From an optimization exercise on the open Yosys and OpenROAD flow, aimed at small area and a short achievable clock period; shortcuts taken in it are not production practice. Only simulation tests tie the RTL to the original design; equivalence was not proved. Power and IR drop assume default switching activity.

Setup of run A:
==> flow/design.v <==
module fp_mul(
    input clk,
    input rst,
    input [31:0] a_s,
    input [31:0] b_s,
    output reg [31:0] c_out,
    output reg overflow
);
    localparam M = 12;    
    reg [4:0] cnt;
    wire start = (cnt == 5'd0);
    wire done  = (cnt == 5'd25);
    wire eadd  = (cnt != 5'd0) && (cnt <= 5'd8);
    reg [22:0] A;         
    reg [22:0] B;         
    reg [23:0] P;         
    reg        k;         
    reg        q24, q23;  
    reg [7:0]  X;         
    reg [7:0]  Y;         
    reg        cy;        
    reg        Z;         
    reg        sx, sr;    
    wire [23:0] pp = B[0] ? {1'b1, A} : 24'd0;
    wire [M-1:0] lo  = {1'b0, P[M-2:0]} + {1'b0, pp[M-2:0]};
    wire         s1  = P[M-1] ^ pp[M-1] ^ k;
    wire         c1  = (P[M-1] & pp[M-1]) | (P[M-1] & k) | (pp[M-1] & k);
    wire         sm  = s1 ^ lo[M-1];
    wire         c2  = s1 & lo[M-1];
    wire [24-M:0] hi = {1'b0, P[23:M]} + {1'b0, pp[23:M]} + {{(24-M){1'b0}}, c1};
    wire [24:0]  U   = {hi, sm, lo[M-2:0]};
    wire es = X[0] ^ Y[0] ^ (cy & eadd);
    wire ec = (X[0] & Y[0]) | (X[0] & cy) | (Y[0] & cy);
    always @(posedge clk) begin
        if (start) begin
            A  <= a_s[22:0];
            B  <= {1'b1, b_s[22:1]};
            X  <= a_s[30:23];
            Y  <= b_s[30:23];
            cy <= 1'b1;
            sx <= a_s[31];
            sr <= a_s[31] ^ b_s[31];
            P  <= b_s[0] ? {1'b0, 1'b1, a_s[22:1]} : 24'd0;
            k  <= 1'b0;
        end else begin
            B  <= {1'b0, B[22:1]};
            X  <= {es, X[7:1]};
            Y  <= {1'b0, Y[7:1]};
            if (eadd) cy <= ec;
            P  <= U[24:1];
            k  <= c2;
        end
        q24 <= U[0];
        q23 <= q24;
        if (cnt == 5'd1) Z <= (X == 8'd0) || (Y == 8'd0);
    end
    wire        p47 = P[22];
    wire [7:0]  e   = {~X[7], X[6:0]};
    wire        e8  = ~(cy ^ X[7]);
    wire [7:0]  eo  = e + {7'd0, p47};
    wire        of  = e8 | (p47 & (&e));
    wire [22:0] fr  = p47 ? {P[21:0], q24} : {P[20:0], q24, q23};
    wire        zr  = Z | rst;
    always @(posedge clk) begin
        if (rst || done)
            cnt <= 5'd0;
        else
            cnt <= cnt + 5'd1;
        if (rst || done) begin
            c_out[31]    <= ~rst & (Z ? sx : sr);
            c_out[30:23] <= zr ? 8'd0 : eo;
            c_out[22:0]  <= zr ? 23'd0 : fr;
            overflow     <= ~rst & of;
        end
    end
endmodule
clock: 4.0 ns
lec_check: 0
cap_margin: 20
core_margin: 2
core_utilization: 40
setup_slack_margin: 2.0
slew_margin: 20
standard.sh (not shown) runs the stock make flow with config.mk's settings and CLKGATE_MAP_FILE= SYNTH_SCRIPT=/design/flow/synth_recipe.tcl, a recipe that flattens the netlist after the stock synthesis.
==> flow/flow/run.sh <==
#!/bin/bash
# Standard layout (the standard.sh), with these changes:
#  - port buffers made of sky130_fd_sc_hd__buf_1 cells instead of the default pick;
#  - clock tree leaves of clkbuf_8 under a clkbuf_16 root, no dummy loads;
#  - no mapping of adders to full/half-adder cells (abc maps them);
#  - abc maps the logic with flow/abc.script (no abc-level buffering or sizing;
#    the resizer does that after placement). Everything else in ORFS's scripts
#    folder is used unchanged, from a copy.
set -euo pipefail
cp -r "$FLOW_HOME/scripts" scripts_mod
cp flow/abc.script scripts_mod/abc_speed.script
export SCRIPTS_DIR="$PWD/scripts_mod"
export BUFFER_PORTS_ARGS="-buffer_cell sky130_fd_sc_hd__buf_1"
export CTS_ARGS="-sink_clustering_enable -repair_clock_nets -buf_list sky130_fd_sc_hd__clkbuf_8 -root_buf sky130_fd_sc_hd__clkbuf_16 -dont_use_dummy_load"
bash standard.sh ADDER_MAP_FILE= finish > standard_make.log 2>&1
==> flow/flow/abc.script <==
strash
&get -n
&fraig -x
&put
scorr
dc2
dretime
strash
&get -n
&dch -f
&nf {D}
&put
Run A: flow completed, timing, DRC and antenna clean
Inputs modified between run A and run B:
# run A
export LEC_CHECK = 0
export CAP_MARGIN = 20
export CORE_MARGIN = 2
export CORE_UTILIZATION = 40
export SETUP_SLACK_MARGIN = 2.0
export SLEW_MARGIN = 20
create_clock -name core_clock -period 4.0 [get_ports {clk}]
# run B
export LEC_CHECK = 0
export ABC_AREA = 1
export CAP_MARGIN = 20
export CORE_MARGIN = 2
export CORE_UTILIZATION = 40
export CTS_BUF_LIST = sky130_fd_sc_hd__clkbuf_8 sky130_fd_sc_hd__clkbuf_16
export CTS_CLUSTER_DIAMETER = 150
export CTS_CLUSTER_SIZE = 40
export SETUP_SLACK_MARGIN = 2.2
export SLEW_MARGIN = 20
create_clock -name core_clock -period 4.0 [get_ports {clk}]
==> flow/flow/run.sh <==
#!/bin/bash
# Standard layout, with the port buffers made of sky130_fd_sc_hd__buf_1 cells.
set -euo pipefail
export BUFFER_PORTS_ARGS="-buffer_cell sky130_fd_sc_hd__buf_1"
bash standard.sh > standard_make.log 2>&1
removed: flow/flow/abc.script
Notes after the runs:
In summary, run B completed successfully, with a layout that passed the timing, design-rule and antenna checks.
Run A ran to completion and came out clean on the timing, design-rule and antenna checks.
Global-route wire length before repair: run B worse than run A
Delta (run B minus run A): worst slack at placement rose by 1.06 ns; layout overhead on the synthesized area rose by 9.2 points; arrival time at the worst endpoint fell by 1.35 ns.
Run A reports its end point of the critical path as P[10] while run B reports P[23].
Input-level comparison between run C and run B:
# run B
export LEC_CHECK = 0
export ABC_AREA = 1
export CAP_MARGIN = 20
export CORE_MARGIN = 2
export CORE_UTILIZATION = 40
export CTS_BUF_LIST = sky130_fd_sc_hd__clkbuf_8 sky130_fd_sc_hd__clkbuf_16
export CTS_CLUSTER_DIAMETER = 150
export CTS_CLUSTER_SIZE = 40
export SETUP_SLACK_MARGIN = 2.2
export SLEW_MARGIN = 20
create_clock -name core_clock -period 4.0 [get_ports {clk}]
# run C
export LEC_CHECK = 0
export ABC_CLOCK_PERIOD_IN_PS = 2500
export CAP_MARGIN = 20
export CORE_MARGIN = 2
export CORE_UTILIZATION = 40
export SETUP_SLACK_MARGIN = 1.8
export SLEW_MARGIN = 20
create_clock -name core_clock -period 4.0 [get_ports {clk}]
==> flow/flow/run.sh <==
#!/bin/bash
# Standard layout (the standard.sh), with two changes:
#  - port buffers made of sky130_fd_sc_hd__buf_1 cells instead of the default pick;
#  - clock tree leaves of clkbuf_4 under a clkbuf_16 root, no dummy loads;
#  - no mapping of adders to full/half-adder cells (abc maps them).
set -euo pipefail
export BUFFER_PORTS_ARGS="-buffer_cell sky130_fd_sc_hd__buf_1"
export CTS_ARGS="-sink_clustering_enable -repair_clock_nets -buf_list sky130_fd_sc_hd__clkbuf_4 -root_buf sky130_fd_sc_hd__clkbuf_16 -dont_use_dummy_load"
bash standard.sh ADDER_MAP_FILE= finish > standard_make.log 2>&1
Notes after the runs:
Per the comparison of run C with run B, final area shows a reduction of 530 um2, number of inverters outside the clock class in the layout shows a reduction of 83, final period utilization shows an increase of 0.38 points, required time of the critical path shows a reduction of 0.03 ns, power in the clock group shows a reduction of about 55%.
Looking at run C and run B, the post-placement cell count is a wash.
For run B, the timing endpoint of the critical path was P[23], unlike run C, where it was P[6].
Sort run C and run B by critical path depth asc -> top: run C
Run C ends up with lower transition time of the tightest slew-check pin than run B does.
Sort run C and run B by final hold slack, descending, and run B comes first.
Run B vs run C, area-dominant cell class after layout: flip-flops and latches vs multi-input gates
| post-cts gate resize count | higher: run B |
Inputs modified between run C and run D:
# run C
export LEC_CHECK = 0
export ABC_CLOCK_PERIOD_IN_PS = 2500
export CAP_MARGIN = 20
export CORE_MARGIN = 2
export CORE_UTILIZATION = 40
export SETUP_SLACK_MARGIN = 1.8
export SLEW_MARGIN = 20
create_clock -name core_clock -period 4.0 [get_ports {clk}]
# run D
export LEC_CHECK = 0
export ABC_CLOCK_PERIOD_IN_PS = 1800
export CAP_MARGIN = 20
export CORE_MARGIN = 2
export CORE_UTILIZATION = 40
export SETUP_SLACK_MARGIN = 2.2
export SLEW_MARGIN = 20
create_clock -name core_clock -period 4.0 [get_ports {clk}]
diff --git a/flow/flow/run.sh b/flow/flow/run.sh
--- a/flow/flow/run.sh
+++ b/flow/flow/run.sh
@@ -4,2 +4 @@
-#  - clock tree leaves of clkbuf_4 under a clkbuf_16 root, no dummy loads;
-#  - no mapping of adders to full/half-adder cells (abc maps them).
+#  - clock tree leaves of clkbuf_4 under a clkbuf_16 root, no dummy loads.
@@ -9 +8 @@
-bash standard.sh ADDER_MAP_FILE= finish > standard_make.log 2>&1
+bash standard.sh > standard_make.log 2>&1
## What came out
Run D has power share of the clock group below what run C had. Compare run D and run C | die area higher: run C. Re global-route usage: run D and run C aren't equal, and the higher value belongs to run D. Total power of run D is higher than that of run C. The simple-gate portion of the synthesized area reported for run D is smaller than that of run C by 0.52 points. The launch point of the worst path comes out B[0] in one run and A[3] in the other, namely in run D and run C respectively. Going from run C to run D, post-route standard cell area excluding fillers fell 0.55%, mux share of post-synthesis cell area rose 0.27 points, worst hold-check slack rose 0.010 ns.

## oak
Starts from the design.v that is shown in full above.
==> flow/config.mk <==
export PLATFORM = sky130hd
export DESIGN_NAME = fp_mul
export DESIGN_NICKNAME = fp_mul
export VERILOG_FILES = /design/flow/design.v
export SDC_FILE = /design/flow/constraint.sdc
export NUM_CORES = 4
export LEC_CHECK = 0
export CAP_MARGIN = 20
export CORE_MARGIN = 2
export CORE_UTILIZATION = 40
export SETUP_SLACK_MARGIN = 2.0
export SLEW_MARGIN = 20
==> flow/constraint.sdc <==
create_clock -name core_clock -period 4.0 [get_ports {clk}]
set_input_delay 0.8000 -clock core_clock [delete_from_list [all_inputs] [get_ports {clk}]]
set_output_delay 0.8000 -clock core_clock [all_outputs]
set_load 0.01 [all_outputs]
==> flow/flow/run.sh <==
#!/bin/bash
# Standard layout (the standard.sh), with these changes:
#  - port buffers made of sky130_fd_sc_hd__buf_1 cells instead of the default pick;
#  - clock tree leaves of clkbuf_8 under a clkbuf_16 root, no dummy loads;
#  - no mapping of adders to full/half-adder cells (abc maps them);
#  - abc maps the logic with flow/abc.script (no abc-level buffering or sizing;
#    the resizer does that after placement). Everything else in ORFS's scripts
#    folder is used unchanged, from a copy.
set -euo pipefail
cp -r "$FLOW_HOME/scripts" scripts_mod
cp flow/abc.script scripts_mod/abc_speed.script
export SCRIPTS_DIR="$PWD/scripts_mod"
export BUFFER_PORTS_ARGS="-buffer_cell sky130_fd_sc_hd__buf_1"
export CTS_ARGS="-sink_clustering_enable -repair_clock_nets -buf_list sky130_fd_sc_hd__clkbuf_8 -root_buf sky130_fd_sc_hd__clkbuf_16 -dont_use_dummy_load"
bash standard.sh ADDER_MAP_FILE= finish > standard_make.log 2>&1
==> flow/flow/abc.script <==
&get -n
&st
&dch
&nf
&put
Modified inputs, pine compared to oak
==> flow/flow/run.sh <==
#!/bin/bash
# Standard layout, with the port buffers made of sky130_fd_sc_hd__buf_1 cells.
set -euo pipefail
export BUFFER_PORTS_ARGS="-buffer_cell sky130_fd_sc_hd__buf_1"
bash standard.sh > standard_make.log 2>&1
--- a/flow/config.mk
+++ b/flow/config.mk
@@ -7,2 +7,3 @@
 export LEC_CHECK = 0
+export ABC_AREA = 1
 export CAP_MARGIN = 20
@@ -10,3 +11,3 @@
 export CORE_UTILIZATION = 40
-export SETUP_SLACK_MARGIN = 2.0
+export SETUP_SLACK_MARGIN = 2.2
 export SLEW_MARGIN = 20
removed: flow/flow/abc.script
Findings:
Looking at proportion of cell area spent on the clock network across pine and oak, the one that comes out higher is pine.
Taking oak as the reference point, the final worst slack of pine falls by 0.034 ns.
Count of placed standard cells including taps (pine vs. oak) increases by more than 10%
pine ends up with a wire length of the first global-routing pass that is 1900 µm higher than in oak.

## port drivers added, routing unchanged
The results above use ideal ports. As a check the final layouts listed here were re-extracted and re-timed, cells and wires unchanged. Step 1 (the two cells are an assumption about what drives the block):
set clk [get_ports {clk}]
set_driving_cell -lib_cell sky130_fd_sc_hd__clkbuf_16 $clk
set_driving_cell -lib_cell sky130_fd_sc_hd__buf_2 [delete_from_list [all_inputs] $clk]
Step 2 adds t to the input delays and takes it off the output delays; t is the mean of the earliest and latest rising clock arrival at the registers after step 1. Input paths then give back, and output paths get back, about the clock's delay inside the block. Slacks: ideal / step 1 / step 2; pairs: ideal / step 1.
run	shift t [ns]	slack for setup (ns)	hold slack, ns	slew at the worst register clock pin (ns)
run A	0.398	0.460 / 0.460 / 0.460	0.374 / 0.374 / 0.374	0.07 / 0.07
run B	0.452	1.873 / 1.873 / 1.873	0.372 / 0.372 / 0.372	0.06 / 0.06
run C	0.396	1.858 / 1.858 / 1.823	0.354 / 0.354 / 0.354	0.11 / 0.11
run D	0.400	1.498 / 1.498 / 1.498	0.365 / 0.365 / 0.365	0.12 / 0.12
oak	0.397	1.908 / 1.908 / 1.908	0.371 / 0.371 / 0.371	0.07 / 0.07
pine	0.450	1.874 / 1.874 / 1.874	0.370 / 0.370 / 0.370	0.06 / 0.06
After both steps setup and hold are still met in every run listed. The setup slack of run C, which loses most, moves by 0.000 ns with the drivers and by -0.035 ns with both steps.
